Source: an optimization exercise on an open RTL-to-GDS flow (aim: small area, a short achievable clock period and few clock cycles per item). Production flows keep margins and buffers that such runs may drop. Function was checked by simulation only, so behaviour that the tests miss may differ from the original.

Setup of v19:
==> flow/design.v (excerpt) <==
module dct8x8_top#(parameter DATA_WIDTH  =  8)
(
input                               clk               ,
input                               rst_n             ,
input                               dct8x8_top_vld_i  ,
input  wire [DATA_WIDTH*16-1:0]     dct8x8_top_data_i ,
output wire                         dct8x8_top_rdy_i  ,
output wire                         dct8x8_top_vld_o  ,
output wire [(DATA_WIDTH+8)*16-1:0] dct8x8_top_data_o ,
input                               dct8x8_top_rdy_o
);
localparam PW  = 9;     
localparam RQW = 10;    
localparam ZW  = 11;    
localparam QW  = 13;    
localparam YW  = 14;    
wire adv = ~dct8x8_top_vld_o | dct8x8_top_rdy_o;
reg  [16*PW-1:0] r0_p;
reg              r0_vld;
reg  [127:0]     sk_data;
reg              sk_vld;
wire r0_free = ~r0_vld | adv;
wire accept  = dct8x8_top_vld_i & ~sk_vld;
reg rdy_q;
assign dct8x8_top_rdy_i = rdy_q;
always @(posedge clk or negedge rst_n) begin
    if (~rst_n) begin
        r0_vld <= 1'b0;
        sk_vld <= 1'b0;
        rdy_q  <= 1'b1;
    end else begin
        if (r0_free)
            r0_vld <= sk_vld | accept;
        sk_vld <= ~r0_free & (sk_vld | accept);
        rdy_q  <= r0_free | ~(sk_vld | accept);
    end
end
wire [127:0]     x_in = sk_vld ? sk_data : dct8x8_top_data_i;
wire [16*PW-1:0] p_in;
  ...
Size in the first run: roughly 12000 cells after synthesis, ~2400 flip-flops, ~390 I/O pins, ~0.15 mm^2 of cells after synthesis.
==> flow/config.mk <==
export PLATFORM = sky130hd
export DESIGN_NAME = dct8x8_top
export DESIGN_NICKNAME = dct8x8_top
export VERILOG_FILES = /design/flow/design.v
export SDC_FILE = /design/flow/constraint.sdc
export NUM_CORES = 4
export LEC_CHECK = 0
export CAP_MARGIN = 20
export CORE_MARGIN = 2
export CORE_UTILIZATION = 60
export CTS_CLUSTER_DIAMETER = 100
export CTS_CLUSTER_SIZE = 22
export SLEW_MARGIN = 20
export SETUP_SLACK_MARGIN = 6.2
==> flow/constraint.sdc <==
create_clock -name core_clock -period 10.0 [get_ports {clk}]
set_input_delay 2.0000 -clock core_clock [delete_from_list [all_inputs] [get_ports {clk}]]
set_output_delay 2.0000 -clock core_clock [all_outputs]
set_load 0.01 [all_outputs]
standard.sh (not shown) runs the stock make flow with config.mk's settings and CLKGATE_MAP_FILE= SYNTH_SCRIPT=/design/flow/synth_recipe.tcl, a recipe that flattens the netlist after the stock synthesis.
==> flow/flow/run.sh <==
#!/bin/bash
set -euo pipefail
echo "export SETUP_SLACK_MARGIN = 6.2" >> config.mk
bash standard.sh > standard.log 2>&1
Testbench counts of v19, summed over its fixed seeds: cycles 2,144, items 512.
Relative to v19, the following input files were edited for v53:
Settings: changing CORE_UTILIZATION from 60 to 70; changing SETUP_SLACK_MARGIN from 6.2 to 5.9.
==> flow/flow/run.sh <==
#!/bin/bash
set -euo pipefail
echo "export SETUP_SLACK_MARGIN = 5.9" >> config.mk
bash standard.sh > standard.log 2>&1
Delta (v53 minus v19): final-report max-slew violation count flat; hold slack saw little to no change.
No run among v19 and v53 stopped early or left any final violation; all are clean.
Lower via count goes to v19 over v53.
Re setup slack: v19 was higher than v53.
v19 vs v53, dominant kind of cell: multi-input gates vs flip-flops and latches
Die footprint in v53 vs v19: down 14%
From v53 to v19, overall overflow remaining after global route did not move at all.
Edits applied to the flow inputs when going from v53 to v31:
Settings: SETUP_SLACK_MARGIN now 6.0, was 5.9; CORE_UTILIZATION now 60, was 70.
==> flow/flow/run.sh <==
#!/bin/bash
set -euo pipefail
echo "export SETUP_SLACK_MARGIN = 6.0" >> config.mk
bash standard.sh > standard.log 2>&1
Results
Summary of v31 over v53: achievable frequency went up by 1.9%. Global-route wire length before repair | v31 below v53. Compared with v53, placement density in the core of v31 is lower. v31 reports a higher final cell count than v53 does. v31 vs v53 — largest net degree at the start of global routing rose about 13%. v53 has a higher effective utilization at floorplan than v31.
[inputs] v3 vs v31
Settings: changing CORE_UTILIZATION from 60 to 65; changing SETUP_SLACK_MARGIN from 6.0 to 5.9.
==> flow/flow/run.sh <==
#!/bin/bash
set -euo pipefail
echo "export SETUP_SLACK_MARGIN = 5.9" >> config.mk
bash standard.sh > standard.log 2>&1
## What came out
In summary, v3 completed successfully, with a layout that passed the timing, DRC and antenna checks.
Across both runs, routed wire length was higher for v3 than for v31.
Setup slack (lower): v3
Cell class with the largest area share: multi-input gates -> v31, flip-flops and latches -> v3

## static timing again, ports no longer ideal
How much do the figures lean on ideal ports? The routed layouts below were timed once more, with nothing changed but the port constraints. Step 1: set_driving_cell puts a clkbuf_16 on clk and a buf_2 on each other input, an assumption about the parent block. Step 2 also shifts input and output timing later by t, the mid clock arrival at the registers, as if the neighbouring blocks saw the same clock. Slacks: no drivers / after step 1 / after step 2; pairs: no drivers / after step 1.
run	t, ns	setup slack, ns	clock arrival spread, ns	worst register clock-pin slew, ns
v19	0.897	5.946 / 5.851 / 5.441	0.040 / 0.041	0.09 / 0.09
v53	0.931	5.780 / 5.697 / 5.098	0.038 / 0.038	0.10 / 0.10
v31	0.899	5.857 / 5.762 / 5.207	0.043 / 0.043	0.09 / 0.09
v3	0.917	5.822 / 5.741 / 5.183	0.049 / 0.049	0.10 / 0.10
After both steps every run listed still meets setup and hold. The setup slack of v53, which loses most, moves by -0.083 ns with the drivers and by -0.682 ns with both steps.
